This is an optimization exercise on Yosys and OpenROAD, whose aim is small area and a short achievable clock period, not a production implementation.
Only simulation tests tie the RTL to the original design; equivalence was not proved.
No activity file was given, so power comes from the tool's default toggle rates.

===== config.mk =====
export PLATFORM = sky130hd
export DESIGN_NAME = Design_Top
export DESIGN_NICKNAME = Design_Top
export VERILOG_FILES = /design/flow/design.v
export SDC_FILE = /design/flow/constraint.sdc
export NUM_CORES = 4
export LEC_CHECK = 0
export ABC_AREA = 1
export CAP_MARGIN = 0
export CORE_MARGIN = 2
export CORE_UTILIZATION = 55
export CTS_BUF_LIST = sky130_fd_sc_hd__clkbuf_16
export CTS_CLUSTER_DIAMETER = 80
export CTS_CLUSTER_SIZE = 30
export SLEW_MARGIN = 0

===== constraint.sdc =====
create_clock -name core_clock -period 35.0 [get_ports {CLK}]
set_input_delay 7.0000 -clock core_clock [delete_from_list [all_inputs] [get_ports {CLK}]]
set_output_delay 7.0000 -clock core_clock [all_outputs]
set_load 0.01 [all_outputs]

===== design.v =====
module Multi_Flop_Synchronizer #(
    parameter NUM_STAGES =2 
) (
    input  wire  async,
    input  wire  clk  ,
    input  wire  en   ,
    input  wire  rst  ,
    output reg   sync
);
reg [NUM_STAGES-2:0] Q  ;
    always @(posedge clk) begin
        if (!rst) begin
            {sync,Q}<='b0;
        end else if (en) begin
            {sync,Q}<={Q[NUM_STAGES-2:0],async};
        end
    end
endmodule
module Multi_Flop_Synchronizer_Multi_bits #(
    parameter NUM_STAGES =2,BUS_WIDTH=5
) (
    input  wire [BUS_WIDTH-1:0] ASYNC,
    input  wire  CLK  ,
    input  wire  EN   ,
    input  wire  RST  ,
    output wire  [BUS_WIDTH-1:0] SYNC
);
genvar i;
    generate
        for (i =0 ;i<=BUS_WIDTH-1; i=i+1 ) begin
            Multi_Flop_Synchronizer #(.NUM_STAGES(NUM_STAGES)) u0  (.async(ASYNC[i]),.clk(CLK),.en(EN),.rst(RST),.sync(SYNC[i])) ;
        end
    endgenerate
endmodule
module Pulse_Gen (
    input  wire Signal_in,
    input  wire clk      ,
    input  wire en       ,
    input  wire rst      ,
    output wire Pulse_out
);
    reg Q;
    always @(posedge clk) begin
        if (!rst) begin
            Q<='b0;
        end else if (en) begin
            Q<=Signal_in;
        end
    end
    assign Pulse_out= ((~Q) & Signal_in);
endmodule
module Data_Sync #(
    parameter NUM_STAGES =2,UNSYNC_BUS_WIDTH=8,BUS_WIDTH=1
) (
    input  wire [UNSYNC_BUS_WIDTH-1:0] Unsync_Bus,
    input  wire                        Enable    ,
    input  wire                        clk       ,
    input  wire                        en        ,
    input  wire                        rst       ,
    output reg  [UNSYNC_BUS_WIDTH-1:0] Sync_Bus  ,
    output reg                         Enable_Pulse              
);
    wire Enable_Sync ;
    wire Pulse_out;
    always @(posedge clk) begin
        if (en && Pulse_out) begin
            Sync_Bus<=Unsync_Bus;
        end 
    end
    always @(posedge clk) begin
        if (!rst) begin
            Enable_Pulse<='b0;
        end else if (en) begin
            Enable_Pulse<=Pulse_out;
        end 
    end
    Multi_Flop_Synchronizer_Multi_bits #(
        .NUM_STAGES (NUM_STAGES ),
        .BUS_WIDTH  (BUS_WIDTH  )
    )
    u_Multi_Flop_Synchronizer_Multi_bits(
    	.ASYNC (Enable ),
        .CLK   (clk   ),
        .EN    (en    ),
        .RST   (rst   ),
        .SYNC  (Enable_Sync  )
    );
    Pulse_Gen u_Pulse_Gen(
    	.Signal_in (Enable_Sync ),
        .clk       (clk       ),
        .en        (en        ),
        .rst       (rst       ),
        .Pulse_out (Pulse_out )
    );
endmodule
module RST_Sync (
    input  wire RST,
    input  wire clk,
    output reg  Sync_RST
);
    reg Q;
    always @(posedge clk or negedge RST) begin
        if (!RST) begin
            Q        <= 1'b0;
            Sync_RST <= 1'b0;
        end else begin
            Q        <= 1'b1;
            Sync_RST <= Q;
        end
    end
endmodule
module Clock_Divider #(
    parameter Division_Limit='d4
) (
    input  wire                      i_ref_clk  ,
    input  wire                      i_rst_n    ,
    input  wire                      i_clk_en   , 
    input  wire [Division_Limit-1:0] i_div_ratio,
    output reg                       o_div_tick
);
reg div_clk,odd_edge_tog;
wire Is_zero,Is_one,Is_odd,clk_en;
wire flip_even,flip_odd;
reg [Division_Limit-1:0] couter;
wire [Division_Limit-1:0] flip_pos,flip_neg;
always @(posedge i_ref_clk) begin
    if (!i_rst_n) begin
        div_clk<='b0;
        couter<='b0;
        odd_edge_tog<='b1;
    end else if (clk_en) begin
        if (flip_even) begin
            div_clk<=~div_clk;
            couter<='b0;
        end else if (flip_odd) begin
            div_clk<=~div_clk;
            couter<='b0;
            odd_edge_tog<=~odd_edge_tog;         
        end else begin
            couter<=couter+1'b1;
        end
    end 
end
assign Is_zero=~|(i_div_ratio);
assign Is_one =(i_div_ratio=='b1);
assign Is_odd =(i_div_ratio[0]=='b1);
assign flip_neg=(i_div_ratio>>1);
assign flip_pos=flip_neg - 1'b1 ;
assign clk_en=i_clk_en & ~Is_zero & ~Is_one;
assign flip_even=(!Is_odd)&&(couter==flip_pos);
assign flip_odd=(Is_odd &&(couter==flip_pos)&&odd_edge_tog) ||(Is_odd && (couter==flip_neg) && !odd_edge_tog);
always @(*) begin
    if (clk_en) begin
        o_div_tick=(!div_clk) && (flip_even || flip_odd);
    end else begin
        o_div_tick=1'b1;
    end
end
endmodule
module Bits_Counter #(
    parameter Counter_Size='d3, Start_Point='d0,Num_of_Bits=3'b111
) (
    input   wire                     clk    ,
    input   wire                     rst    ,
    input   wire                     enable ,
    output  reg [Counter_Size-1:0]   bits_counter,
    output  wire                      finish
);
    always @(posedge clk) begin
        if (!rst) begin
            bits_counter<=Start_Point;
        end else if (enable) begin
            bits_counter<=bits_counter+'b1;
        end
    end
   assign finish=(bits_counter==Num_of_Bits) & enable;
endmodule
module Edge_Bit_Counter #(
    parameter Counter_Size='d5, Start_Point='d0
) (
    input   wire                     clk    ,
    input   wire                     rst    ,
    input   wire                     enable , 
    input   wire [Counter_Size-1:0]  Prescale   ,
    output  reg  [Counter_Size-1:0]  edge_cnt,
    output  reg                     finish
);
wire counter_rst;
    always @(posedge clk) begin
        if (!rst) begin
            edge_cnt<=Start_Point;
        end else if (!counter_rst) begin
            edge_cnt<=Start_Point;
        end else begin
            edge_cnt<=edge_cnt+'b1;
        end
    end
    always @(posedge clk) begin
        if (!rst) begin
            finish<='b0;
        end else if (edge_cnt==Prescale-'d1) begin
            finish<='b1;
        end else begin
            finish<='b0;
        end
    end
    assign counter_rst=(~finish & enable );
endmodule
module Counter_Unit #(
    parameter Counter_Size='d5
) (
    input  wire clk,
    input  wire rst,
    input  wire enable,
    input  wire Data_enable, 
    input  wire [Counter_Size-1:0]  Prescale   ,
    output wire                     Finish_edge,
    output wire                     Finish_data,
    output wire [2:0]               bits_counter,
    output wire [Counter_Size-1:0]  edge_cnt
);
    wire Bits_counter_enable;
    assign Bits_counter_enable= Finish_edge & Data_enable;  
    Bits_Counter  u_Bits_Counter(
    	.clk    (clk    ),
        .rst    (rst    ),
        .enable (Bits_counter_enable ),
        .bits_counter(bits_counter),
        .finish (Finish_data )
    );
    Edge_Bit_Counter  u_Edge_Bit_Counter(
    	.clk      (clk      ),
        .rst      (rst      ),
        .enable   (enable   ),
        .Prescale (Prescale ),
        .edge_cnt (edge_cnt ),
        .finish   (Finish_edge   )
    );
endmodule
module Data_Sampling (
    input  wire                    RX_in   ,
    input  wire                    clk     ,
    input  wire                    rst     ,
    input  wire                    data_samp_en,
    output reg                     sampled_bit
);
reg [2:0] bits;
always @(posedge clk) begin
    if (!rst) begin
        bits<='b0;
    end else if (data_samp_en) begin
        bits<={bits[1:0],RX_in};
    end else begin
        bits<=bits;
    end
end
always @(*) begin
    if (!data_samp_en) begin
        if ((bits[0] & bits[1])||(bits[0] & bits[2])||(bits[2] & bits[1])) begin
            sampled_bit=1'b1;
        end else begin
            sampled_bit=1'b0;
        end
    end else begin
        sampled_bit=1'b0;
    end
end
endmodule
module Deserializer #(
    parameter bits_couner_size='d3 , Data_size='d8
) (
    input  wire sampled_bit,
    input  wire clk        ,
    input  wire rst        , 
    input  wire deser_en   ,
    input  wire [bits_couner_size-1:0] bits_counter, 
    output reg  [Data_size-1:0] Data 
);
always @(posedge clk) begin
    if (!rst) begin
        Data<='b0;
    end else if(deser_en) begin
        Data[bits_counter]<=sampled_bit;
    end
end
endmodule
module Error_Unit (
    input  wire  clk,
    input  wire  rst,
    input  wire  sampled_bit,
    input  wire  Compared_bit,
    input  wire  Enable,
    output  reg  Error
);
    always @(*) begin
        if (!Enable) begin
            Error='b0;
        end else if (sampled_bit!=Compared_bit) begin
            Error='b1;
        end else begin
             Error='b0;
        end
    end
endmodule
module RX_FSM #(parameter Counter_Size='d5) (
    input  wire clk,
    input  wire rst,
    input  wire RX_IN,  
    input  wire PAR_EN,  
    input  wire [1:0] Prescale,
    input  wire bit_cnt,  
    input  wire data_finish_flag, 
    input  wire [Counter_Size-1:0] edge_cnt,  
    input  wire [7:0] P_DATA ,
    input   wire PAR_TYP,
    input   wire Error,
    output  reg Compared_bit,
    output reg counter_en,  
    output reg bits_counter_en,  
    output reg Error_Unit_En,
    output reg data_samp_en,
    output reg deser_en,
    output reg data_valid
);
reg [2:0] CurrentState,NextState;
wire start_first,start_sec,start_third;
reg Rest_data_valid;
reg Error_REG;
reg Out_data_valid;
localparam Idle =3'b000, 
           Start=3'b001,
           Data =3'b011,
           Parity=3'b010,
           Stop=3'b110;
always @(posedge clk) begin
    if (!rst) begin
        CurrentState<=Idle;
    end else begin
        CurrentState<=NextState;
    end 
end           
always @(*) begin
    counter_en='b0;
    Error_Unit_En='b0;
    bits_counter_en='b0;
    deser_en='b0;
    Compared_bit='b0;
    Rest_data_valid='b0;
    Out_data_valid='b0;
    case (CurrentState)
       Idle : begin
        if (!RX_IN) begin
            NextState=Start;
            counter_en='b1;
        end else begin
            NextState=Idle;
            counter_en='b0;
        end
       end
       Start:begin
        Compared_bit='b0;
        Rest_data_valid='b1;
        Error_Unit_En=((Prescale[0]==1'b0)&(edge_cnt>=5'b00110))|((Prescale>=2'b01)&(edge_cnt>=5'b01000)) |((Prescale[1]==1'b1)&(edge_cnt>=5'b01100));
        if (Error) begin
            NextState=Idle;
            counter_en='b0;
        end else begin
            if (!bit_cnt) begin
            NextState=Start;
            counter_en='b1;
        end else begin
            NextState=Data;
            counter_en='b0;
        end
        end
       end
       Data:begin
        deser_en=((Prescale[0]==1'b0)&(edge_cnt>=5'b00110))|((Prescale>=2'b01)&(edge_cnt>=5'b01000)) |((Prescale[1]==1'b1)&(edge_cnt>=5'b01100));
        bits_counter_en='b1;
        if (!data_finish_flag) begin
            NextState=Data;
            counter_en='b1;
            bits_counter_en='b1;
        end else if (!PAR_EN) begin
            NextState=Stop;
            counter_en='b0;
        end else begin
            NextState=Parity;
            counter_en='b0;
        end
       end
       Parity:begin
        Error_Unit_En=((Prescale[0]==1'b0)&(edge_cnt>=5'b00110))|((Prescale>=2'b01)&(edge_cnt>=5'b01000)) |((Prescale[1]==1'b1)&(edge_cnt>=5'b01100));
        if (!PAR_TYP) begin
            Compared_bit=^P_DATA;
        end else begin
            Compared_bit=~^P_DATA;
        end
        if (!bit_cnt) begin
            NextState=Parity;
            counter_en='b1;
        end else begin
            NextState=Stop;
            counter_en='b0;
        end
       end
       Stop:begin
        Compared_bit='b1;
        Error_Unit_En=((Prescale[0]==1'b0)&(edge_cnt>=5'b00110))|((Prescale>=2'b01)&(edge_cnt>=5'b01000)) |((Prescale[1]==1'b1)&(edge_cnt>=5'b01100));
        if (!bit_cnt) begin
            NextState=Stop;
            counter_en='b1;
        end else  if (!RX_IN) begin 
            NextState=Start;
            counter_en='b0;
            Out_data_valid='b1;
        end else begin
            NextState=Idle;
            Out_data_valid='b1;
            counter_en='b0;
        end
        end
        default: begin
            NextState=Idle;
        end
    endcase
end
always @(posedge clk) begin
    if (!rst) begin
        data_valid<='b0;
    end else if(Out_data_valid) begin
        data_valid<=~Error_REG;
    end else begin
        data_valid<='b0;
    end
end
always @(posedge clk) begin
    if (!rst) begin
        Error_REG<='b0;
    end else if(Rest_data_valid)begin
        Error_REG<='b0;
    end else if (Error_Unit_En)  begin   
        Error_REG<=Error|Error_REG;
    end
end
always @(*) begin
    if (start_first || start_sec || start_third) begin
        data_samp_en='b1;
    end else begin
        data_samp_en='b0;
    end
end
assign start_first=(Prescale[0]==1'b0)&((edge_cnt==5'b00010)|(edge_cnt==5'b00011)|(edge_cnt==5'b00100));
assign start_sec=(Prescale==2'b01)&((edge_cnt==5'b00100)|(edge_cnt==5'b00101)|(edge_cnt==5'b00110));
assign start_third=(Prescale[1]==1'b1)&((edge_cnt==5'b01000)|(edge_cnt==5'b01001)|(edge_cnt==5'b01010));    
endmodule
module RX #(
    parameter Counter_Size='d5, Start_Point='d1
) (
    input  wire                    clk_Top     ,
    input  wire                    rst_Top     ,
    input  wire                    RX_IN_Top   ,
    input  wire [Counter_Size-1:0] Prescale_Top,
    input  wire                    PAR_EN_TOP  ,
    input  wire                    PAR_TYP_Top ,
    output wire                    Data_Valid_Top,
    output wire [7:0]              P_Data_Top
);
wire bit_cnt_Top;  
wire [Counter_Size-1:0] edge_cnt_Top;  
wire enable_Top;  
wire par_err_Top,start_err_Top,stop_err_Top;  
wire par_check_en_Top,start_check_en_Top,stop_check_en_Top;  
wire data_samp_en_Top;  
wire deser_en_Top,deser_en_FSM_Top;  
wire sampled_bit_Top;
wire data_finish_flag_Top,bits_counter_en_Top;
wire [2:0] bits_counter_Top;
wire Compared_bit_Top,Error_Unit_En_Top,Error_Top;
RX_FSM u_RX_FSM(
    .clk              (clk_Top              ),
    .rst              (rst_Top              ),
    .RX_IN            (RX_IN_Top            ),
    .PAR_EN           (PAR_EN_TOP           ),
    .Prescale         (Prescale_Top[4:3]          ),
    .bit_cnt          (bit_cnt_Top          ),
    .data_finish_flag (data_finish_flag_Top ),
    .edge_cnt         (edge_cnt_Top         ),
    .P_DATA           (P_Data_Top           ),  
    .PAR_TYP          (PAR_TYP_Top          ),  
    .Error            (Error_Top            ),
    .Compared_bit     (Compared_bit_Top     ),
    .counter_en       (enable_Top       ),
    .bits_counter_en  (bits_counter_en_Top  ),
    .Error_Unit_En    (Error_Unit_En_Top    ), 
    .data_samp_en     (data_samp_en_Top     ),
    .deser_en         (deser_en_FSM_Top         ),
    .data_valid       (Data_Valid_Top       )
);
Error_Unit u_Error_Unit(
    .clk          (clk_Top          ),
    .rst          (rst_Top          ),
    .sampled_bit  (sampled_bit_Top  ),
    .Compared_bit (Compared_bit_Top ),
    .Enable       (Error_Unit_En_Top       ),
    .Error        (Error_Top        )
);
Counter_Unit u_Counter_Unit(
    .clk         (clk_Top         ),
    .rst         (rst_Top         ),
    .enable      (enable_Top       ),
    .Data_enable (bits_counter_en_Top ),
    .Prescale    (Prescale_Top    ),
    .Finish_edge (bit_cnt_Top ),
    .Finish_data (data_finish_flag_Top ),
    .bits_counter(bits_counter_Top),
    .edge_cnt    (edge_cnt_Top    )
);
    Data_Sampling  u_Data_Sampling(
    	.RX_in        (RX_IN_Top        ),
        .clk          (clk_Top          ),
        .rst          (rst_Top          ),
        .data_samp_en (data_samp_en_Top ),
        .sampled_bit  (sampled_bit_Top  )
    );
Deserializer u_Deserializer(
    .sampled_bit  (sampled_bit_Top  ),
    .clk          (clk_Top          ),
    .rst          (rst_Top          ),
    .deser_en     (deser_en_FSM_Top),  
    .bits_counter (bits_counter_Top ),
    .Data         (P_Data_Top         )
);
endmodule
module UART_TX_Top (
    input  wire       clk,
    input  wire       tick,
    input  wire       RST,
    input  wire [7:0] P_Data_UART,
    input  wire       Data_Valid_UART,
    input  wire       Par_En_UART,
    input  wire       Par_Type_UART,
    output wire       TX_Out_UART,
    output wire       Busy_UART
);
localparam Idle  = 2'b00,
           Start = 2'b01,
           Data  = 2'b11,
           Parity= 2'b10;
reg  [1:0] Current_State, Next_State, State_N;
reg  [2:0] Counter;
reg  [7:0] Data_Reg;    
reg        Par_Bit;
reg  [7:0] Data_N;
reg        Par_N;
reg        Out_N;
wire Ser_En   = (Current_State == Data);
wire Ser_Done = (Counter == 3'b111);
assign Busy_UART = (Current_State != Idle);
always @(*) begin
    case (Current_State)
        Idle:    Next_State = Data_Valid_UART ? Start : Idle;
        Start:   Next_State = Data;
        Data:    Next_State = Ser_Done ? (Par_En_UART ? Parity : Idle) : Data;
        default: Next_State = Data_Valid_UART ? Start : Idle;
    endcase
end
always @(*) begin
    State_N = tick ? Next_State : Current_State;
    if (!tick)
        Data_N = Data_Reg;
    else if (Data_Valid_UART)
        Data_N = P_Data_UART;
    else if (Ser_En)
        Data_N = Data_Reg >> 1;
    else
        Data_N = Data_Reg;
    Par_N = tick ? (Par_Type_UART ? ~^P_Data_UART : ^P_Data_UART) : Par_Bit;
    case (State_N)
        Idle:    Out_N = 1'b1;
        Start:   Out_N = 1'b0;
        Data:    Out_N = Data_N[0];
        default: Out_N = Par_N;
    endcase
end
always @(posedge clk) begin
    if (!RST) begin
        Current_State <= Idle;
        Counter       <= 3'b0;
    end else begin
        Current_State <= State_N;
        if (tick)
            Counter <= Ser_En ? Counter + 1'b1 : 3'b0;
    end
end
reg TX_Out_Inv;
always @(posedge clk or negedge RST) begin
    if (!RST)
        TX_Out_Inv <= 1'b0;
    else
        TX_Out_Inv <= ~Out_N;
end
assign TX_Out_UART = ~TX_Out_Inv;
always @(posedge clk) begin
    Data_Reg <= Data_N;
    Par_Bit  <= Par_N;
end
endmodule
module ALU (
    input  wire        clk      ,
    input  wire        Gate_En  ,
    input  wire        rst      ,
    input  wire [7:0]  Operand_A,
    input  wire [7:0]  Operand_B,
    input  wire [3:0]  ALU_Fun  ,
    input  wire        Enable   ,
    input  wire        Restart  ,
    output wire [7:0]  ALU_Lo_N ,
    output reg  [7:0]  ALU_Hi   ,
    output reg         Out_Valid,
    output wire        Clearing ,
    output reg  [3:0]  Eng_Cnt
);
reg  [7:0] R, Q;    
reg  [7:0] H, L;    
wire       clr   = Restart | (Eng_Cnt == 4'd15);
wire       run   = ~Eng_Cnt[3];
wire       a_bit = Operand_A[~Eng_Cnt[2:0]];
wire       b_bit = Operand_B[Eng_Cnt[2:0]];
wire [7:0] T     = {R[6:0], a_bit};
wire [8:0] sum;
wire       ge    = R[7] | sum[8];
wire [8:0] S     = {1'b0, H} + (b_bit ? {1'b0, Operand_A} : 9'd0);
assign Clearing = (Eng_Cnt == 4'd15);
always @(posedge clk) begin
    if (!rst)
        Eng_Cnt <= 4'd15;
    else if (Restart || Eng_Cnt == 4'd15)
        Eng_Cnt <= 4'd0;
    else if (run)
        Eng_Cnt <= Eng_Cnt + 1'b1;
end
always @(posedge clk) begin
    if (clr) begin
        R <= 8'd0;
        H <= 8'd0;
    end else if (run) begin
        R <= ge ? sum[7:0] : T;
        Q <= {Q[6:0], ge};
        H <= S[8:1];
        L <= {S[0], L[7:1]};
    end
end
wire [3:0] F    = ALU_Fun;
wire       sub  = run | (|F);
wire [7:0] X    = run ? T : Operand_A;
assign     sum  = {1'b0, X} + {1'b0, Operand_B ^ {8{sub}}} + {8'd0, sub};
wire       eq   = (Operand_A == Operand_B);
wire       lt   = ~sum[8];
wire       gt   = sum[8] & ~eq;
wire       bz   = ~|Operand_B;
reg  [3:0] tt;
always @(*) begin
    case (F)
        4'd4:    tt = 4'b1000;
        4'd5:    tt = 4'b1110;
        4'd6:    tt = 4'b0111;
        4'd7:    tt = 4'b0001;
        4'd8:    tt = 4'b0110;
        4'd9:    tt = 4'b1001;
        default: tt = 4'b0000;
    endcase
end
wire [7:0] lg;
genvar i;
generate
    for (i = 0; i < 8; i = i + 1) begin : g_lg
        assign lg[i] = tt[{Operand_A[i], Operand_B[i]}];
    end
endgenerate
wire s_sum = (F == 4'd0) | (F == 4'd1);
wire s_L   = (F == 4'd2);
wire s_Q   = (F == 4'd3) & ~bz;
wire s_sr  = (F == 4'd13);
wire s_sl  = (F == 4'd14);
wire cmp   = (F == 4'd10) ? eq : (F == 4'd11) ? gt : (F == 4'd12) ? lt : 1'b0;
wire ones  = (F == 4'd6) | (F == 4'd7) | (F == 4'd9) | ((F == 4'd1) & ~sum[8]);
wire [7:0] lo = ({8{s_sum}} & sum[7:0]) | ({8{s_L}} & L) | ({8{s_Q}} & Q) | lg
              | ({8{s_sr}} & {1'b0, Operand_A[7:1]}) | ({8{s_sl}} & {Operand_A[6:0], 1'b0})
              | {7'd0, cmp};
wire [7:0] hi = {8{ones}} | ({8{s_L}} & H)
              | {7'd0, ((F == 4'd0) & sum[8]) | (s_sl & Operand_A[7])};
assign ALU_Lo_N = Enable ? lo : 8'd0;
always @(posedge clk) begin
    if (Gate_En)
        ALU_Hi <= Enable ? hi : 8'd0;
end
always @(posedge clk) begin
    if (!rst)
        Out_Valid <= 1'b0;
    else
        Out_Valid <= Enable;
end
endmodule
module REG_File (
    input  wire        clk         , 
    input  wire        rst         ,
    input  wire [3:0]  Rd_Address  ,
    input  wire [15:0] Row_We      ,
    input  wire        RdEn        ,
    input  wire [7:0]  WrData      ,
    input  wire [15:0] Clr_Row     ,
    input  wire        Clearing    ,
    output wire [7:0]  RdData_N    ,
    output reg         RdData_Valid,
    output wire [7:0]  REG0_ALU_A  ,
    output wire [7:0]  REG1_ALU_B  ,
    output wire [6:0]  REG2_UART   ,
    output wire [3:0]  REG3_DIV  
);
    wire [7:0]  Wr_Val = Clearing ? 8'd0 : WrData;
    wire [7:0]  Row [0:15];
    reg  [7:0]  Cfg2, Cfg3;
    genvar k;
    generate
        for (k = 0; k < 16; k = k + 1) begin : g_row
            if (k == 2 || k == 3) begin : g_rst
                assign Row[k] = (k == 2) ? Cfg2 : Cfg3;
            end else begin : g_nrst
                reg [7:0] Data;
                always @(posedge clk) begin
                    if (Row_We[k] || Clr_Row[k])
                        Data <= Wr_Val;
                end
                assign Row[k] = Data;
            end
        end
    endgenerate
    always @(posedge clk) begin
        if (!rst) begin
            Cfg2 <= 8'h1C;
            Cfg3 <= 8'h08;
        end else begin
            if (Row_We[2]) Cfg2 <= WrData;
            if (Row_We[3]) Cfg3 <= WrData;
        end
    end
    always @(posedge clk) begin
        if (!rst)
            RdData_Valid <= 1'b0;
        else
            RdData_Valid <= RdEn;
    end
    assign RdData_N   = Row[Rd_Address];
    assign REG0_ALU_A = Row[0];
    assign REG1_ALU_B = Row[1];
    assign REG2_UART  = Cfg2[6:0];
    assign REG3_DIV   = Cfg3[3:0];
endmodule
module RX_Controler (
    input  wire        clk        ,
    input  wire        rst        ,
    output wire        ALU_Enable ,
    output wire        CLK_Gate_En,
    output wire [15:0] Row_We     ,
    output wire        REG_RdEn   ,
    input  wire [7:0]  Rx_P_Data  ,
    input  wire        RX_Valid
);
localparam Idle         = 3'b000,
           REG_Wr_Add   = 3'b001,
           REG_Wr_Data  = 3'b011,
           REG_Rd_Add   = 3'b010,
           ALU_Wr_A     = 3'b110,
           ALU_Wr_B     = 3'b100,
           ALU_Fun_State= 3'b101;
reg [2:0] Current_State, Next_State;
reg [3:0] Saved_Data;    
wire In_Wr_Add  = (Current_State == REG_Wr_Add);
wire In_Wr_Data = (Current_State == REG_Wr_Data);
wire In_Wr_A    = (Current_State == ALU_Wr_A);
wire In_Wr_B    = (Current_State == ALU_Wr_B);
wire In_Fun     = (Current_State == ALU_Fun_State);
wire Cmd_DD     = (Rx_P_Data == 8'hDD);
assign REG_RdEn    = RX_Valid && (Current_State == REG_Rd_Add);
assign ALU_Enable  = RX_Valid && In_Fun;
assign CLK_Gate_En = RX_Valid && ((Current_State == Idle && Cmd_DD) || In_Wr_B || In_Fun);
genvar k;
generate
    for (k = 0; k < 16; k = k + 1) begin : g_we
        assign Row_We[k] = RX_Valid && ((In_Wr_Data && Saved_Data == k) ||
                                        (k == 0 && In_Wr_A) || (k == 1 && In_Wr_B));
    end
endgenerate
always @(posedge clk) begin
    if (!rst)
        Current_State <= Idle;
    else
        Current_State <= Next_State;
end
always @(posedge clk) begin
    if (RX_Valid && In_Wr_Add)
        Saved_Data <= Rx_P_Data[3:0];
end
always @(*) begin
    Next_State = Current_State;
    case (Current_State)
        Idle: begin
            if (RX_Valid) begin
                case (Rx_P_Data)
                    8'hAA:   Next_State = REG_Wr_Add;
                    8'hBB:   Next_State = REG_Rd_Add;
                    8'hCC:   Next_State = ALU_Wr_A;
                    8'hDD:   Next_State = ALU_Fun_State;
                    default: Next_State = Idle;
                endcase
            end
        end
        REG_Wr_Add:    if (RX_Valid) Next_State = REG_Wr_Data;
        REG_Wr_Data:   if (RX_Valid) Next_State = Idle;
        REG_Rd_Add:    if (RX_Valid) Next_State = Idle;
        ALU_Wr_A:      if (RX_Valid) Next_State = ALU_Wr_B;
        ALU_Wr_B:      if (RX_Valid) Next_State = ALU_Fun_State;
        ALU_Fun_State: if (RX_Valid) Next_State = Idle;
        default:       Next_State = Idle;
    endcase
end
endmodule
module Tx_Controler #(
    parameter Data_width ='d8,ALU_Output_Data_width='d16
) (
    input  wire                     clk         ,
    input  wire                     rst         ,
    input  wire [Data_width-1:0]    ALU_Hi      ,
    input  wire                     ALU_Valid   ,
    input  wire [Data_width-1:0]    Shared_Lo   ,    
    input  wire                     REG_Rd_Valid,
    input  wire                    Tx_Busy      ,
    output reg  [Data_width-1:0]   Tx_P_Data    ,
    output reg                     Tx_Valid     ,
    output wire                    In_REG_Packet,
    output wire                    In_ALU_Packet_1
); 
wire [1:0] Flags;
assign Flags={REG_Rd_Valid,ALU_Valid};
reg [2:0] Current_State,Next_State;
localparam Idle ='b000 ,
           REG_Packet='b001,
           ALU_Packet_1='b011,
           Wait='b010,
           ALU_Packet_2='b110;
assign In_REG_Packet   = (Current_State == REG_Packet);
assign In_ALU_Packet_1 = (Current_State == ALU_Packet_1);
always @(posedge clk) begin
    if (!rst) begin
        Current_State<=Idle;
    end else begin
        Current_State<=Next_State;
    end
end
always @(*) begin
   Tx_Valid='b0;
   Tx_P_Data='b0;
   case (Current_State)
    Idle:begin 
        if (!Tx_Busy) begin
            case (Flags)
            'b10:Next_State=REG_Packet;
            'b01: Next_State=ALU_Packet_1;
            default:Next_State=Idle; 
        endcase
        end else begin
            Next_State=Idle;
        end
    end 
    REG_Packet:begin
        Tx_Valid='b1;
        Tx_P_Data=Shared_Lo;
        if (Tx_Busy) begin
           Next_State=Idle; 
        end else begin
            Next_State=REG_Packet;
        end
    end
    ALU_Packet_1:begin
        Tx_Valid='b1;
        Tx_P_Data=Shared_Lo;
        if (Tx_Busy) begin
           Next_State=Wait; 
        end else begin
            Next_State=ALU_Packet_1;
        end
    end
    Wait:begin
        if (!Tx_Busy) begin
            Next_State=ALU_Packet_2; 
        end else begin
            Next_State=Wait;
        end
    end
    ALU_Packet_2:begin
        Tx_Valid='b1;
        Tx_P_Data=ALU_Hi;
        if (Tx_Busy) begin
           Next_State=Idle; 
        end else begin
            Next_State=ALU_Packet_2;
        end
    end
    default: Next_State=Idle; 
   endcase
end
endmodule
module Design_Top (
    input  wire    CLK     ,
    input  wire    RST     , 
    input  wire    RX_IN   ,
    output wire    TX_OUT 
);
wire Sync_RST;
RST_Sync u_RST_Sync (
    .RST      (RST      ),
    .clk      (CLK      ),
    .Sync_RST (Sync_RST )
);
wire       RX_Valid_Top;
wire [7:0] Rx_P_Data_Top;
wire [6:0] REG2_UART_Config_Top;
wire [3:0] REG3_DIV_Top;
RX u_RX1(
    .clk_Top        (CLK                         ),
    .rst_Top        (Sync_RST                    ),
    .RX_IN_Top      (RX_IN                       ),
    .Prescale_Top   (REG2_UART_Config_Top[6:2]   ),
    .PAR_EN_TOP     (REG2_UART_Config_Top[0]     ),
    .PAR_TYP_Top    (REG2_UART_Config_Top[1]     ),
    .Data_Valid_Top (RX_Valid_Top                ),
    .P_Data_Top     (Rx_P_Data_Top               )
);
reg [2:0] RX_Valid_Dly;
always @(posedge CLK) begin
    if (!Sync_RST)
        RX_Valid_Dly <= 3'b0;
    else
        RX_Valid_Dly <= {RX_Valid_Dly[1:0], RX_Valid_Top};
end
wire RX_Valid_Syn = RX_Valid_Dly[2];
wire        ALU_Enable_Top, CLK_Gate_En_Top;
wire        ALU_Out_Valid_Top;
wire [15:0] Row_We;
wire        REG_RdEn_Top;
RX_Controler u_RX_Controler(
    .clk         (CLK               ),
    .rst         (Sync_RST          ),
    .ALU_Enable  (ALU_Enable_Top    ),
    .CLK_Gate_En (CLK_Gate_En_Top   ),
    .Row_We      (Row_We            ),
    .REG_RdEn    (REG_RdEn_Top      ),
    .Rx_P_Data   (Rx_P_Data_Top     ),
    .RX_Valid    (RX_Valid_Syn      )
);
wire       REG_Rd_Valid_Top;
wire [7:0] REG_RdData_N;
wire [7:0] Operand_A_Top, Operand_B_Top;
wire       Clearing;
wire [3:0] Eng_Cnt;
wire [15:0] Clr_Row = {16{Clearing}};
REG_File u_REG_File(
    .clk          (CLK              ),
    .rst          (Sync_RST         ),
    .Rd_Address   (Rx_P_Data_Top[3:0]),
    .Row_We       (Row_We           ),
    .RdEn         (REG_RdEn_Top     ),
    .WrData       (Rx_P_Data_Top    ),
    .Clr_Row      (Clr_Row          ),
    .Clearing     (Clearing         ),
    .RdData_N     (REG_RdData_N     ),
    .RdData_Valid (REG_Rd_Valid_Top ),
    .REG0_ALU_A   (Operand_A_Top    ),
    .REG1_ALU_B   (Operand_B_Top    ),
    .REG2_UART    (REG2_UART_Config_Top),
    .REG3_DIV     (REG3_DIV_Top     )
);
wire [7:0] ALU_Lo_N;
wire [7:0] ALU_Hi;
ALU u_ALU(
    .clk       (CLK               ),
    .Gate_En   (CLK_Gate_En_Top   ),
    .rst       (Sync_RST          ),
    .Operand_A (Operand_A_Top     ),
    .Operand_B (Operand_B_Top     ),
    .ALU_Fun   (Rx_P_Data_Top[3:0]),
    .Enable    (ALU_Enable_Top    ),
    .Restart   (Row_We[0] | Row_We[1]),
    .ALU_Lo_N  (ALU_Lo_N          ),
    .ALU_Hi    (ALU_Hi            ),
    .Out_Valid (ALU_Out_Valid_Top ),
    .Clearing  (Clearing          ),
    .Eng_Cnt   (Eng_Cnt           )
);
wire       In_REG_Packet, In_ALU_Packet_1;
reg  [7:0] Shared_Lo;
always @(posedge CLK) begin
    if (REG_RdEn_Top && !In_ALU_Packet_1)
        Shared_Lo <= REG_RdData_N;
    else if (CLK_Gate_En_Top && !In_REG_Packet)
        Shared_Lo <= ALU_Lo_N;
end
wire       Tx_Busy_Top, Tx_Busy_UnSyn;
wire       Tx_Valid_Top_UnSyn;
wire [7:0] Tx_P_Data_Top_UnSyn;
Tx_Controler u_Tx_Controler(
    .clk          (CLK                 ),
    .rst          (Sync_RST            ),
    .ALU_Hi       (ALU_Hi              ),
    .ALU_Valid    (ALU_Out_Valid_Top   ),
    .Shared_Lo    (Shared_Lo           ),
    .REG_Rd_Valid (REG_Rd_Valid_Top    ),
    .Tx_Busy      (Tx_Busy_Top         ),
    .Tx_P_Data    (Tx_P_Data_Top_UnSyn ),
    .Tx_Valid     (Tx_Valid_Top_UnSyn  ),
    .In_REG_Packet   (In_REG_Packet    ),
    .In_ALU_Packet_1 (In_ALU_Packet_1  )
);
Multi_Flop_Synchronizer u_Busy_Syn(
    .async (Tx_Busy_UnSyn ),
    .clk   (CLK           ),
    .en    (1'b1          ),
    .rst   (Sync_RST      ),
    .sync  (Tx_Busy_Top   )
);
wire       TX_TICK;
wire       TX_IN_V_Top_Syn;
wire [7:0] TX_IN_P_Top_Syn;
Clock_Divider u_Clock_Divider(
    .i_ref_clk   (CLK          ),
    .i_rst_n     (Sync_RST     ),
    .i_clk_en    (1'b1         ),
    .i_div_ratio (REG3_DIV_Top ),
    .o_div_tick  (TX_TICK      )
);
Data_Sync u_Tx_Data_Syn(
    .Unsync_Bus   (Tx_P_Data_Top_UnSyn ),
    .Enable       (Tx_Valid_Top_UnSyn  ),
    .clk          (CLK                 ),
    .en           (TX_TICK             ),
    .rst          (Sync_RST            ),
    .Sync_Bus     (TX_IN_P_Top_Syn     ),
    .Enable_Pulse (TX_IN_V_Top_Syn     )
);
UART_TX_Top u_UART_TX_Top1(
    .clk             (CLK                     ),
    .tick            (TX_TICK                 ),
    .RST             (Sync_RST                ),
    .P_Data_UART     (TX_IN_P_Top_Syn         ),
    .Data_Valid_UART (TX_IN_V_Top_Syn         ),
    .Par_En_UART     (REG2_UART_Config_Top[0] ),
    .Par_Type_UART   (REG2_UART_Config_Top[1] ),
    .TX_Out_UART     (TX_OUT                  ),
    .Busy_UART       (Tx_Busy_UnSyn           )
);
endmodule

===== flow/run.sh =====
#!/bin/bash
# The standard layout with two changes: the port buffers are sky130 buf_4
# cells (buffer_ports would otherwise pick the slow clkdlybuf4s50_1), and
# synthesis leaves adders to ABC instead of extracting half/full-adder cells
# first (ADDER_MAP_FILE empty). Registers are the standard synthesis's.
set -euo pipefail
bash standard.sh "BUFFER_PORTS_ARGS=-buffer_cell sky130_fd_sc_hd__buf_4" "ADDER_MAP_FILE=" finish > standard.log 2>&1

===== standard.sh =====
#!/bin/bash
# synth_recipe.tcl (not shown) runs the flow's synth.tcl, then flattens the netlist and writes it again
# the make line also repeats each setting of config.mk as NAME=value (left out here)
make -C /OpenROAD-flow-scripts/flow DESIGN_CONFIG=/design/flow/config.mk WORK_HOME=/design/flow/orfs CLKGATE_MAP_FILE= SYNTH_SCRIPT=/design/flow/synth_recipe.tcl "${@:-finish}"

==> results of run 1 <==
power groups by stage:
| stage | combinational, mW | clock, mW | sequential, mW |
|---|---|---|---|
| floorplan | 0.243 | 0 | 0.447 |
| global placement | 0.330 | 0 | 0.470 |
| detailed placement | 0.331 | 0 | 0.471 |
| CTS | 0.332 | 0.200 | 0.464 |
| global route | 0.376 | 0.212 | 0.473 |
| finish | 0.337 | 0.196 | 0.465 |
sequential cells by signal, summed over array words and instances, names as in the netlist, 4 cells and up, named ones only:
| register | count |
|---|---|
| Shared_Lo | 8 |
| u_ALU.ALU_Hi | 8 |
| u_ALU.Eng_Cnt | 4 |
| u_ALU.H | 8 |
| u_ALU.L | 8 |
| u_ALU.Q | 8 |
| u_ALU.R | 8 |
| u_Clock_Divider.couter | 4 |
| u_REG_File.Cfg2 | 8 |
| u_REG_File.Cfg3 | 8 |
| u_REG_File.g_row.g_nrst.Data | 112 |
| u_RX1.u_Counter_Unit.u_Edge_Bit_Counter.edge_cnt | 5 |
| u_RX1.u_Deserializer.Data | 8 |
| u_RX_Controler.Saved_Data | 4 |
| u_Tx_Data_Syn.Sync_Bus | 8 |
| u_UART_TX_Top1.Data_Reg | 8 |
through the flow:
step | area [µm²] | hold WS (ns)
final | 13300 | 0.3113
after global routing | 13300 | 0.3635
after CTS | 13300 | 0.3189
after detailed placement | 12790 | 0.2988
after global placement | 12790 | 0.2902
after floorplan | 12420 | 0.01936
worst register-to-register path, stage by stage, from the launching register on:
cell and delay [ns]:
dfxtp_1 0.63, nand2_1 0.20, nor2_1 0.67, inv_1 0.19, o21ai_0 0.25, inv_1 0.29
o221ai_1 0.22, a211oi_1 0.07, o21ai_0 0.14, nand2_1 0.08, o21ai_0 0.22
cells in the mapped netlist, types with 4 or more instances:
cell	count
xor2_1	13
nand2_1	374
o21ai_1	11
o221ai_1	7
clkinv_1	5
o22ai_1	16
nor2_1	138
o21ai_0	97
a211oi_1	11
nor2_2	8
edfxtp_1	163
inv_1	170
nand2_4	4
inv_2	9
o211ai_1	12
nand2_2	13
buf_2	6
a21oi_1	55
dfxtp_1	91
a2111oi_0	4
nand3_1	73
xnor2_1	12
a22o_1	14
a221oi_1	18
nor4_1	10
a31oi_1	6
clkbuf_1	18
nand4_1	19
nor3_1	16
kinds of logic after synthesis:
| kind of cell | count (synthesis) | share of synthesized area (%) |
|---|---|---|
| AOI/OAI and AO/OA | 269 | 13.40 |
| xor gates and xnor gates | 26 | 1.893 |
| adders and majority gates | 1 | 0.08058 |
| buffers and inverters | 211 | 6.587 |
| DFF | 257 | 54.67 |
| other | 1 | 0.03019 |
| and+or+nand+nor | 674 | 23.35 |
cell usage in the layout (no fill, tap or decap), types with 9 or more instances in the layout:
cell type	count
nor2_1	138
o21ai_0	93
a211oi_1	11
o21ai_1	15
edfxtp_1	163
dfxtp_1	91
a21oi_1	55
nor4_1	10
o22ai_1	16
xnor2_1	12
nand2_1	374
nand4_1	19
xor2_1	13
inv_2	9
a22o_1	14
buf_4	17
nor3_1	16
a221oi_1	18
clkbuf_16	15
nand3_1	73
inv_1	173
o211ai_1	12
nand2_2	13
metal layers:
layer | wire [µm] | share of wire, %
met5 | 0 | 0
met2 | 14750 | 45
met3 | 2077 | 6.4
met1 | 14720 | 45
met4 | 1000 | 3.1
cell type report:
type	count	share of cell area [%]
sequential	257	51.08
clock inverter	11	0.9881
inverter	184	5.195
tap	280	2.635
clock buffer	15	2.823
multi-input combinational	971	36.32
timing repair buffer	17	0.9599
final timing paths:
path                                                                 from                                  end  slack [ns]  depth (start not counted)
worst max-delay path                  u_UART_TX_Top1.TX_Out_Inv$_DFF_PN0_                               TX_OUT       26.99                          2
worst min-delay path                        u_RST_Sync.Sync_RST$_DFF_PN0_  u_UART_TX_Top1.TX_Out_Inv$_DFF_PN0_        0.31                          1
worst max register to register  u_RX1.u_Deserializer.Data[3]$_SDFFE_PN0P_               Shared_Lo[3]$_DFFE_PP_       31.79                         10
worst min register to register              u_RST_Sync.Sync_RST$_DFF_PN0_  u_UART_TX_Top1.TX_Out_Inv$_DFF_PN0_        0.31                          1
max in group asynchronous                                             RST        u_RST_Sync.Sync_RST$_DFF_PN0_       28.67                          1
min in group core_clock                            u_RST_Sync.Q$_DFF_PN0_        u_RST_Sync.Sync_RST$_DFF_PN0_        0.36                          0
==> results.py, run 1 <==
metrics = {
    "route": {
        "wire_per_inst_um": 18.76,
        "via_per_inst": 5.742,
        "num_vias": 9963,
        "routed_wl_um": 32540,
        "antenna_left": 0,
        "drc": 0,
        "drtIter0Drc": 1164,
        "drt-pass1-iter-count": 5,
    },
    "clock_tree": {
        "clk-insertion-delay-late_ns": 0.52,
        "cts_buffers": 15,
        "clk_pin_slew_worst_paths_ns": 0.10,
        "htreeDepth": 1,
        "cts_sinks": 257,
        "cts_setup_buffers": 0,
        "cts_tree": "yes",
        "cts_hold_buffers": 0,
        "clk_path_buf_depth": 3,
        "cts_resized": 0,
        "clockRootBuffer": "clkbuf_16",
    },
    "placed_design": {
        "globalplace.congestion": 0.9531,
        "dp_hpwl_um": 23310,
        "place_inst": 1709,
        "io_buffers": 3,
        "place_ws_ns": 27.21,
    },
    "hold_path": {
        "worst_hold_path_type": "reg -> async",
    },
    "logic_synthesis": {
        "synth_largest_area_cell": "edfxtp_1",
        "async_flop_share_pct": 1.167,
        "ys.flop_type": "edfxtp_1",
        "syn_inst": 1439,
        "synth_edf_count": 163,
        "synth-seq-area-share_pct": 54.67,
        "syn_area_per_cell_um2": 8.633,
        "synthTopCellsByArea": "edfxtp_1 (39%), dfxtp_1 (15%), nand2_1 (11%)",
        "synth.top_cell.area_share_pct": 39.40,
        "synth_cell_types": 58,
        "ys_seq_elements": 257,
        "syn_nets": 1442,
        "yosysWarnings": 18,
        "synth_area_um2": 12420,
    },
    "critical_path": {
        "endpoint_kind": "output pin",
        "start_kind": "register",
        "cp_data_required_time_ns": 28.00,
        "path_delay_family": "flip-flops",
        "critPathMaxFanout": 1,
        "crit_slowest_cell": "dfrtp_1",
        "criticalPathCategory": "reg -> out",
        "arrival_ns": 1.01,
        "crit_buf_inv": 2,
        "slowest_delay_ns": 0.37,
        "crit_path_cell_trace": "inv_1, buf_4",
    },
    "sta": {
        "maxSlewViolCount": 0,
        "min_period_ns": 8.014,
        "final-setup-viol-count": 0,
        "rsz0062_at_grt": "no",
        "maxSlewHeadroom_pct": 19.54,
        "fmaxAchievable_mhz": 124.8,
        "report.final.hold_viol_count": 0,
        "finClkSkew_ns": 0.03509,
        "setup-tns-final_ns": 0,
        "tightestPinTransition_ns": 1.203,
        "fin_ws_ns": 26.99,
        "post-route-period-util_pct": 22.90,
    },
    "grt": {
        "gr-total-overflow": 0,
        "grt_pass1_vias": 9406,
        "gr-usage-met1_pct": 40.28,
        "grt_max_degree": 39,
        "use_met2_pct": 44.37,
        "grt_pass1_wl_um": 51780,
        "antenna_found_initial": 0,
        "grt.busiest_layer": "met2",
        "grt_usage_pct": 27.84,
        "met3_usage_pct": 3.362,
    },
    "power_and_ir_drop": {
        "power_frac_clock_pct": 19.7,
        "combPwrFrac_pct": 33.7,
        "p_total_mw": 0.9981,
        "seq_power_share_pct": 46.6,
        "p_per_area_nw_per_um2": 75.07,
        "internal-power_mw": 0.5995,
        "netSwitchingFraction_pct": 39.93,
        "p_sw_mw": 0.3986,
        "ir_drop_mv": 0.05171,
        "power_leakage_nw": 5.253,
    },
    "final_layout": {
        "drive_gt1_share_pct": 6.392,
        "fin_nets": 1449,
        "final_util_pct": 60.36,
        "area_growth_pct": 7.020,
        "n_fill_cell": 1978,
        "multi_input_area_um2": 4828,
        "antenna_cells": 0,
        "final-instance-count-excl-fill": 1735,
        "seq_area_um2": 6792,
    },
    "floorplanning": {
        "die_area_um2": 23810,
        "start_util_pct": 56.40,
        "io-pin-count": 4,
        "fp.dieW_um": 154.3,
        "core-area_um2": 22030,
        "die_height_um": 154.3,
        "row_count": 54,
    },
    "run_status": {
        "status": "timing/DRC/antenna clean",
    },
    "run": {
        "drv_cap": 0,
    },
}
==> inputs of run 2 (changes only) <==
==> flow/run.sh (replaced) <==
#!/bin/bash
# The standard layout, with the port buffers made of sky130 buf_4 cells
# (buffer_ports would otherwise pick the slow clkdlybuf4s50_1).
set -euo pipefail
bash standard.sh "BUFFER_PORTS_ARGS=-buffer_cell sky130_fd_sc_hd__buf_4" finish > standard.log 2>&1
==> run 2 against run 1 <==
Still clean on timing, DRC and antenna. Via count decreased by 3.7%. Register-to-register slack got worse by 0.78 ns. First-iteration DRC count is 26% lower. Worst hold slack worse by 0.0090 ns. Non-clock buffer count shrank 2. Synthesized area grew 1.2%.
==> results.py, run 2 <==
metrics = {
    "placed_design": {
        "io_buffers": 3,
        "dp_hpwl_um": 22640,
        "globalplace.congestion": 0.9498,
        "placed_area_um2": 12900,
    },
    "clock_tree": {
        "cts_buffers": 14,
        "clk_path_buf_depth": 3,
        "cts_tree": "yes",
        "cts_sinks": 257,
        "cts_setup_buffers": 0,
        "htreeDepth": 1,
        "cts_hold_buffers": 0,
        "clockRootBuffer": "clkbuf_16",
        "cts_resized": 0,
        "clk_pin_slew_worst_paths_ns": 0.11,
        "clk-insertion-delay-late_ns": 0.52,
    },
    "sta": {
        "post-route-period-util_pct": 22.99,
        "maxSlewViolCount": 0,
        "tightestPinTransition_ns": 1.261,
        "rsz0062_at_grt": "no",
        "fmaxAchievable_mhz": 124.3,
        "setup-tns-final_ns": 0,
        "final-setup-viol-count": 0,
        "min_period_ns": 8.045,
        "maxSlewHeadroom_pct": 15.06,
        "report.final.hold_viol_count": 0,
        "finClkSkew_ns": 0.02929,
    },
    "logic_synthesis": {
        "synth_edf_count": 163,
        "synth_cell_types": 56,
        "syn_inst": 1362,
        "ys_seq_elements": 257,
        "async_flop_share_pct": 1.167,
        "synth-seq-area-share_pct": 54.01,
        "yosysWarnings": 18,
        "synthTopCellsByArea": "edfxtp_1 (39%), dfxtp_1 (14%), nand2_1 (8.4%)",
        "ys.flop_type": "edfxtp_1",
        "syn_area_per_cell_um2": 9.232,
        "syn_nets": 1415,
        "synth_area_um2": 12570,
        "synth_largest_area_cell": "edfxtp_1",
        "synth_common_cells": "nand2_1 (282), inv_1 (176), edfxtp_1 (163), o21ai_0 (94), dfxtp_1 (91)",
        "synth.most_common_cell": "nand2_1",
        "synth.top_cell.area_share_pct": 38.93,
    },
    "final_layout": {
        "largest_reg_flops": 112,
        "n_fill_cell": 2016,
        "antenna_cells": 0,
        "fin_nets": 1417,
        "area_growth_pct": 6.467,
        "final_util_pct": 59.31,
        "fin_area_um2": 13390,
        "mostFrequentLayoutCells": "nand2_1 (282), inv_1 (176), edfxtp_1 (163)",
        "drive_gt1_share_pct": 4.526,
        "final_common_cell": "nand2_1",
        "regMostFlops": "u_REG_File.g_row.g_nrst.Data",
    },
    "critical_path": {
        "endpoint_kind": "output pin",
        "start_kind": "register",
        "criticalPathCategory": "reg -> out",
        "critPathMaxFanout": 1,
        "cp_data_required_time_ns": 28.00,
        "path_delay_family": "flip-flops",
        "crit_slowest_cell": "dfrtp_1",
        "worst-r2r-cell-count": 8,
        "arrival_ns": 1.04,
        "crit_buf_inv": 2,
        "crit_path_cell_trace": "inv_1, buf_4",
        "reg2reg_from": "u_ALU.Eng_Cnt[3]$_SDFF_PN1_",
        "timing.rr.end": "u_ALU.R[4]$_SDFFE_PN0N_",
        "startpoint": "u_UART_TX_Top1.TX_Out_Inv$_DFF_PN0_",
        "slowest_delay_ns": 0.37,
        "reg2reg_slack_ns": 31.01,
    },
    "floorplanning": {
        "fp.dieW_um": 155.2,
        "start_util_pct": 55.71,
        "row_count": 55,
        "core-area_um2": 22570,
        "die_height_um": 155.2,
        "die_area_um2": 24090,
        "io-pin-count": 4,
    },
    "grt": {
        "grt_max_degree": 45,
        "gr-total-overflow": 0,
        "grt_usage_pct": 26.43,
        "antenna_found_initial": 0,
        "grt_pass1_wl_um": 49680,
        "grt_pass1_vias": 8945,
    },
    "power_and_ir_drop": {
        "internal-power_mw": 0.6045,
        "p_per_area_nw_per_um2": 72.88,
        "power_frac_clock_pct": 20.0,
        "seq_power_share_pct": 47.3,
        "p_sw_mw": 0.3712,
        "ir_drop_mv": 0.04814,
        "power_leakage_nw": 5.329,
        "combPwrFrac_pct": 32.7,
        "netSwitchingFraction_pct": 38.05,
    },
    "run": {
        "drv_cap": 0,
    },
    "route": {
        "antenna_left": 0,
        "via_per_inst": 5.798,
        "routed_wl_um": 31600,
        "wire_per_inst_um": 19.09,
        "drtIter0Drc": 864,
        "drc": 0,
        "drt-pass1-iter-count": 5,
        "num_vias": 9595,
    },
    "hold_path": {
        "worst_hold_path_type": "reg -> async",
    },
    "run_status": {
        "status": "timing/DRC/antenna clean",
    },
}
-- run 2: cell count changes after synthesis, moves of 7 or more --
| cell | previous run | this run |
|---|---|---|
| nand2_1 | 374 | 282 |
| a21oi_1 | 55 | 90 |
| a31oi_1 | 6 | 13 |
| nor2_1 | 138 | 84 |
| nand3_1 | 73 | 66 |
| ha_1 | 0 | 48 |
| o21ai_1 | 11 | 3 |
| xor2_1 | 13 | 23 |
| xnor2_1 | 12 | 21 |
-- run 2: cell families (layout without fill, tap and decap cells) --
kind of cell	after synthesis	in the layout	share of synthesized area, %
XOR/XNOR	44	44	3.065
other	1	1	0.02982
multiplexers	1	1	0.07961
AND/OR/NAND/NOR	496	496	16.74
buffers and inverters	214	222	6.637
flip-flops	257	257	54.01
adder cells (fa/ha/maj)	50	50	5.095
AO/OA/AOI/OAI	299	299	14.35
-- run 2: layout make-up --
class,instances,area (µm²),area share [%]
Sequential cell,257,6792,50.73
Multi-Input combinational cell,891,4949,36.96
Inverter,185,694.4,5.187
Clock buffer,16,400.4,2.991
Tap cell,285,356.6,2.664
Timing Repair Buffer,15,112.6,0.8411
Clock inverter,6,83.83,0.6262
-- run 2: worst max-delay path by stage --
stage	to	depth (start not counted)
after detailed placement	register	7
after floorplan	register	6
final	TX_OUT	2
after global placement	register	7
after CTS	TX_OUT	2
after global routing	TX_OUT	2
-- run 2: worst reg2reg max path, stage by stage, from the launching register on --
cell and delay, ns:
dfxtp_1 0.71, nand3_1 0.77, o311ai_2 0.31, buf_4 0.23
nor2_1 0.09, nand2_1 0.42, clkinv_1 0.88, o211ai_1 0.33
o21ai_0 0.12
-- run 2: per-layer routing --
| layer | track usage (%) | wire length, µm | vias up |
|---|---|---|---|
| li1 | - | - | 4661 |
| met1 | 38.29 | 14530 | 4597 |
| met2 | 42.71 | 14520 | 284 |
| met3 | 2.897 | 1741 | 53 |
| met4 | 7.208 | 801 | 0 |
| met5 | 0 | 0 | - |
-- run 2: power groups by stage --
stage	combinational [mW]	sequential, mW	clock [mW]
2_1_floorplan	0.226	0.445	0
3_3_place_gp	0.313	0.466	0
3_5_place_dp	0.314	0.467	0
4_1_cts	0.316	0.460	0.197
5_1_grt	0.355	0.468	0.207
6_report	0.319	0.461	0.195
-- run 2: metrics by stage --
stage | hold slack [ns] | power, mW | setup slack [ns] | std cells
floorplan | 0.004397 | 0.6715 | 27.33 | 1362
global placement | 0.2873 | 0.7785 | 27.19 | 1633
detailed placement | 0.2963 | 0.7812 | 27.17 | 1633
CTS | 0.3075 | 0.9738 | 26.95 | 1655
global route | 0.3375 | 1.030 | 26.93 | 1655
finish | 0.3023 | 0.9757 | 26.96 | 1655
==> inputs of run 3 (changes only) <==
--- a/design.v
+++ b/design.v
@@ -110,51 +110,37 @@
     end
 endmodule
-module Clock_Divider #(
-    parameter Division_Limit='d4
-) (
-    input  wire                      i_ref_clk  ,
-    input  wire                      i_rst_n    ,
-    input  wire                      i_clk_en   , 
-    input  wire [Division_Limit-1:0] i_div_ratio,
-    output reg                       o_div_tick
+module Clock_Divider (
+    input  wire       i_ref_clk  ,
+    input  wire       i_rst_n    ,
+    input  wire       i_clk_en   , 
+    input  wire [3:0] i_div_ratio,
+    output wire       o_div_tick
 );
-reg div_clk,odd_edge_tog;
-wire Is_zero,Is_one,Is_odd,clk_en;
-wire flip_even,flip_odd;
-reg [Division_Limit-1:0] couter;
-wire [Division_Limit-1:0] flip_pos,flip_neg;
+reg        div_clk, odd_edge_tog;
+reg  [3:0] couter;
+wire [3:0] inc    = couter + 4'd1;
+wire [3:0] half   = {1'b0, i_div_ratio[3:1]};
+wire       is_odd = i_div_ratio[0];
+wire       clk_en = i_clk_en & (|i_div_ratio[3:1]);
+wire       at_pos = (inc == half);       
+wire       at_neg = (couter == half);
+wire       flip   = is_odd ? (odd_edge_tog ? at_pos : at_neg) : at_pos;
 always @(posedge i_ref_clk) begin
     if (!i_rst_n) begin
-        div_clk<='b0;
-        couter<='b0;
-        odd_edge_tog<='b1;
+        div_clk      <= 1'b0;
+        couter       <= 4'd0;
+        odd_edge_tog <= 1'b1;
     end else if (clk_en) begin
-        if (flip_even) begin
-            div_clk<=~div_clk;
-            couter<='b0;
-        end else if (flip_odd) begin
-            div_clk<=~div_clk;
-            couter<='b0;
-            odd_edge_tog<=~odd_edge_tog;         
+        if (flip) begin
+            div_clk <= ~div_clk;
+            couter  <= 4'd0;
+            if (is_odd)
+                odd_edge_tog <= ~odd_edge_tog;
         end else begin
-            couter<=couter+1'b1;
+            couter  <= inc;
         end
-    end 
-end
-assign Is_zero=~|(i_div_ratio);
-assign Is_one =(i_div_ratio=='b1);
-assign Is_odd =(i_div_ratio[0]=='b1);
-assign flip_neg=(i_div_ratio>>1);
-assign flip_pos=flip_neg - 1'b1 ;
-assign clk_en=i_clk_en & ~Is_zero & ~Is_one;
-assign flip_even=(!Is_odd)&&(couter==flip_pos);
-assign flip_odd=(Is_odd &&(couter==flip_pos)&&odd_edge_tog) ||(Is_odd && (couter==flip_neg) && !odd_edge_tog);
-always @(*) begin
-    if (clk_en) begin
-        o_div_tick=(!div_clk) && (flip_even || flip_odd);
-    end else begin
-        o_div_tick=1'b1;
     end
 end
+assign o_div_tick = clk_en ? (~div_clk & flip) : 1'b1;
 endmodule
 module Bits_Counter #(
@@ -176,34 +162,25 @@
    assign finish=(bits_counter==Num_of_Bits) & enable;
 endmodule
-module Edge_Bit_Counter #(
-    parameter Counter_Size='d5, Start_Point='d0
-) (
-    input   wire                     clk    ,
-    input   wire                     rst    ,
-    input   wire                     enable , 
-    input   wire [Counter_Size-1:0]  Prescale   ,
-    output  reg  [Counter_Size-1:0]  edge_cnt,
-    output  reg                     finish
+module Edge_Bit_Counter (
+    input   wire        clk     ,
+    input   wire        rst     ,
+    input   wire        enable  , 
+    input   wire [4:0]  Prescale,
+    output  reg  [4:0]  edge_cnt,
+    output  reg         finish
 );
-wire counter_rst;
+    wire [5:0] edge_inc = {1'b0, edge_cnt} + 6'd1;
     always @(posedge clk) begin
-        if (!rst) begin
-            edge_cnt<=Start_Point;
-        end else if (!counter_rst) begin
-            edge_cnt<=Start_Point;
-        end else begin
-            edge_cnt<=edge_cnt+'b1;
-        end
+        if (!rst || finish || !enable)
+            edge_cnt <= 5'd0;
+        else
+            edge_cnt <= edge_inc[4:0];
     end
     always @(posedge clk) begin
-        if (!rst) begin
-            finish<='b0;
-        end else if (edge_cnt==Prescale-'d1) begin
-            finish<='b1;
-        end else begin
-            finish<='b0;
-        end
+        if (!rst)
+            finish <= 1'b0;
+        else
+            finish <= (edge_inc == {1'b0, Prescale});
     end
-    assign counter_rst=(~finish & enable );
 endmodule
 module Counter_Unit #(
==> flow/run.sh (replaced) <==
#!/bin/bash
# The standard layout with two changes: the port buffers are sky130 buf_4
# cells (buffer_ports would otherwise pick the slow clkdlybuf4s50_1), and
# synthesis leaves adders to ABC instead of extracting half/full-adder cells
# first (ADDER_MAP_FILE empty). Registers are the standard synthesis's.
set -euo pipefail
bash standard.sh "BUFFER_PORTS_ARGS=-buffer_cell sky130_fd_sc_hd__buf_4" "ADDER_MAP_FILE=" finish > standard.log 2>&1
--- a/config.mk
+++ b/config.mk
@@ -9,7 +9,7 @@
 export CAP_MARGIN = 0
 export CORE_MARGIN = 2
-export CORE_UTILIZATION = 55
+export CORE_UTILIZATION = 70
 export CTS_BUF_LIST = sky130_fd_sc_hd__clkbuf_16
-export CTS_CLUSTER_DIAMETER = 80
-export CTS_CLUSTER_SIZE = 30
+export CTS_CLUSTER_DIAMETER = 60
+export CTS_CLUSTER_SIZE = 40
 export SLEW_MARGIN = 0
==> run 3 against run 2 <==
Highest routed layer unchanged. Fmax up 0.31%. Clock-buffer cell count up 3. Clock skew up 0.0014 ns. Critical endpoint unchanged. Non-clock buffer count up 4. Critical path depth unchanged. Flip-flop and latch count unchanged. Synthesized cell count up 2.6%. Power up 5.4%. Register-to-register slack better by 0.56 ns. Die area down 23%.
==> results.py, run 3 <==
metrics = {
    "floorplanning": {
        "core-area_um2": 17240,
        "start_util_pct": 71.26,
        "io-pin-count": 4,
        "die_area_um2": 18620,
        "row_count": 48,
        "fp.dieW_um": 136.5,
        "die_height_um": 136.5,
    },
    "grt": {
        "gr-total-overflow": 0,
        "grt_pass1_vias": 9572,
        "grt_max_degree": 41,
        "antenna_found_initial": 0,
        "grt_usage_pct": 35.01,
        "grt_pass1_wl_um": 49860,
    },
    "power_and_ir_drop": {
        "p_per_area_nw_per_um2": 77.54,
        "ir_drop_mv": 0.07998,
        "seq_power_share_pct": 45.2,
        "p_total_mw": 1.029,
        "power_leakage_nw": 5.303,
        "combPwrFrac_pct": 32.2,
        "power_frac_clock_pct": 22.6,
        "internal-power_mw": 0.6217,
        "p_sw_mw": 0.4071,
        "netSwitchingFraction_pct": 39.57,
    },
    "final_layout": {
        "area_growth_pct": 8.017,
        "final_util_pct": 76.97,
        "fin_nets": 1415,
        "final_common_cell": "nand2_1",
        "fin_area_um2": 13270,
        "final-instance-count-excl-fill": 1649,
        "regMostFlops": "u_REG_File.g_row.g_nrst.Data",
        "largest_reg_flops": 112,
        "drive_gt1_share_pct": 5.688,
        "mostFrequentLayoutCells": "nand2_1 (325), inv_1 (172), edfxtp_1 (163)",
        "antenna_cells": 0,
    },
    "sta": {
        "holdWs_ns": 0.2734,
        "maxSlewViolCount": 0,
        "finClkSkew_ns": 0.03069,
        "fmaxAchievable_mhz": 124.7,
        "post-route-period-util_pct": 22.92,
        "tightestPinTransition_ns": 1.189,
        "maxSlewHeadroom_pct": 20.42,
        "min_period_ns": 8.020,
        "final-setup-viol-count": 0,
        "setup-tns-final_ns": 0,
        "rsz0062_at_grt": "no",
        "report.final.hold_viol_count": 0,
        "fin_ws_ns": 26.98,
    },
    "critical_path": {
        "arrival_ns": 1.02,
        "crit_path_cell_trace": "inv_1, buf_4",
        "cp_data_required_time_ns": 28.00,
        "crit_slowest_cell": "dfrtp_1",
        "endpoint_kind": "output pin",
        "critPathMaxFanout": 1,
        "start_kind": "register",
        "reg2reg_slack_ns": 31.57,
        "slowest_delay_ns": 0.36,
        "criticalPathCategory": "reg -> out",
    },
    "clock_tree": {
        "clk_path_buf_depth": 3,
        "clockRootBuffer": "clkbuf_16",
        "cts_resized": 0,
        "htreeDepth": 1,
        "cts_sinks": 257,
        "clk-insertion-delay-late_ns": 0.53,
        "cts_setup_buffers": 0,
        "cts_buffers": 18,
        "cts_hold_buffers": 0,
        "clk_pin_slew_worst_paths_ns": 0.09,
        "cts_tree": "yes",
    },
    "logic_synthesis": {
        "synth_cell_types": 59,
        "synthTopCellsByArea": "edfxtp_1 (40%), dfxtp_1 (15%), nand2_1 (9.9%)",
        "synth_common_cells": "nand2_1 (325), inv_1 (170), edfxtp_1 (163), nor2_1 (146), o21ai_0 (104)",
        "ys.flop_type": "edfxtp_1",
        "ys_seq_elements": 257,
        "synth-seq-area-share_pct": 55.29,
        "yosysWarnings": 18,
        "syn_nets": 1401,
        "synth_area_um2": 12280,
        "synth_edf_count": 163,
        "syn_inst": 1398,
        "syn_area_per_cell_um2": 8.786,
        "synth.most_common_cell": "nand2_1",
        "async_flop_share_pct": 1.167,
        "synth.top_cell.area_share_pct": 39.85,
        "synth_largest_area_cell": "edfxtp_1",
    },
    "route": {
        "drtIter0Drc": 1388,
        "drt-pass1-iter-count": 9,
        "wire_per_inst_um": 19.54,
        "routed_wl_um": 32220,
        "antenna_left": 0,
        "num_vias": 10310,
        "drc": 0,
        "via_per_inst": 6.249,
    },
    "placed_design": {
        "dp_hpwl_um": 22540,
        "place_ws_ns": 27.18,
        "globalplace.congestion": 1.056,
        "placed_area_um2": 12590,
        "io_buffers": 3,
        "place_inst": 1617,
    },
    "run_status": {
        "status": "timing/DRC/antenna clean",
    },
    "hold_path": {
        "worst_hold_path_type": "reg -> async",
    },
    "run": {
        "drv_cap": 0,
    },
}
==> run 3: metal layers <==
metal | part of all wire (%) | wire (µm) | global-route usage (%) | vias up
li1 | - | - | - | 4827
met1 | 40 | 12740 | 47.41 | 4720
met2 | 46 | 14980 | 56.42 | 641
met3 | 9.7 | 3120 | 5.369 | 117
met4 | 4.3 | 1378 | 15.05 | 0
met5 | 0 | 0 | 0 | -
==> run 3: final cells by class <==
type	instances	area (µm²)
fill	1217	3969
multi-input combinational	941	4720
tap	225	281.5
inverter	175	659.4
sequential	257	6792
timing repair buffer	19	142.6
clock inverter	13	197.7
clock buffer	19	475.5
==> run 3: power groups by stage <==
stage	Sequential, mW	Clock, mW	Combinational, mW
after floorplan	0.445	0	0.238
after global placement	0.464	0	0.316
after detailed placement	0.468	0	0.322
after CTS	0.463	0.232	0.323
after global routing	0.471	0.243	0.361
final	0.465	0.232	0.331
==> run 3: path summary, 6_finish.rpt <==
kind	from	to	depth (start not counted)
max in group asynchronous	RST	u_RST_Sync.Q$_DFF_PN0_	1
min in group core_clock	u_RST_Sync.Q$_DFF_PN0_	u_RST_Sync.Sync_RST$_DFF_PN0_	0
worst min register to register	u_RST_Sync.Sync_RST$_DFF_PN0_	u_UART_TX_Top1.TX_Out_Inv$_DFF_PN0_	1
worst max register to register	u_RX1.u_Deserializer.Data[1]$_SDFFE_PN0P_	Shared_Lo[3]$_DFFE_PP_	9
worst max-delay path	u_UART_TX_Top1.TX_Out_Inv$_DFF_PN0_	TX_OUT	2
worst min-delay path	u_RST_Sync.Sync_RST$_DFF_PN0_	u_UART_TX_Top1.TX_Out_Inv$_DFF_PN0_	1
==> run 3: worst max-delay path, delay by kind of cell, from the launching register on <==
family                 cells  cell delay [ns]
DFF                        1             0.36
buffers and inverters      2             0.14
==> run 3: kinds of logic (layout without fill, tap and decap cells) <==
logic type / count (synthesis) / after routing / share of synthesized area (%)
AOI/OAI and AO/OA: 294 / 294 / 14.96
xor gates and xnor gates: 24 / 24 / 1.711
and+or+nand+nor: 622 / 622 / 21.72
DFF: 257 / 257 / 55.29
buffers and inverters: 200 / 226 / 6.285
other: 1 / 1 / 0.03053

-- static timing again, ports no longer ideal --
The flow's constraints put no driver on any port. The routed layouts listed below were extracted and timed again, unchanged, in two steps. Step 1 sets driving cells, clkbuf_16 on the clock port and buf_2 on the other inputs (assumed; they add their load-dependent delay and slew). Step 2 moves the port delays by t, midway between the first and last clock arrival at a register: inputs arrive t later, outputs are due t later. That takes back most of the time a late clock gives input paths. Slacks: ideal ports / drivers / drivers and shift; pairs: ideal ports / drivers.
| run | t, ns | setup slack, ns | hold WS [ns] | worst setup path at the end | worst slew at a driven data input, ns |
|---|---|---|---|---|---|
| run 1 | 0.550 | 26.986 / 26.936 / 27.201 | 0.311 / 0.311 / 0.311 | input to register | 0.03 |
| run 2 | 0.552 | 26.955 / 26.904 / 27.150 | 0.302 / 0.302 / 0.302 | input to register | 0.03 |
| run 3 | 0.557 | 26.980 / 26.936 / 27.117 | 0.273 / 0.273 / 0.273 | input to register | 0.04 |
After both steps every run listed still meets setup and hold.
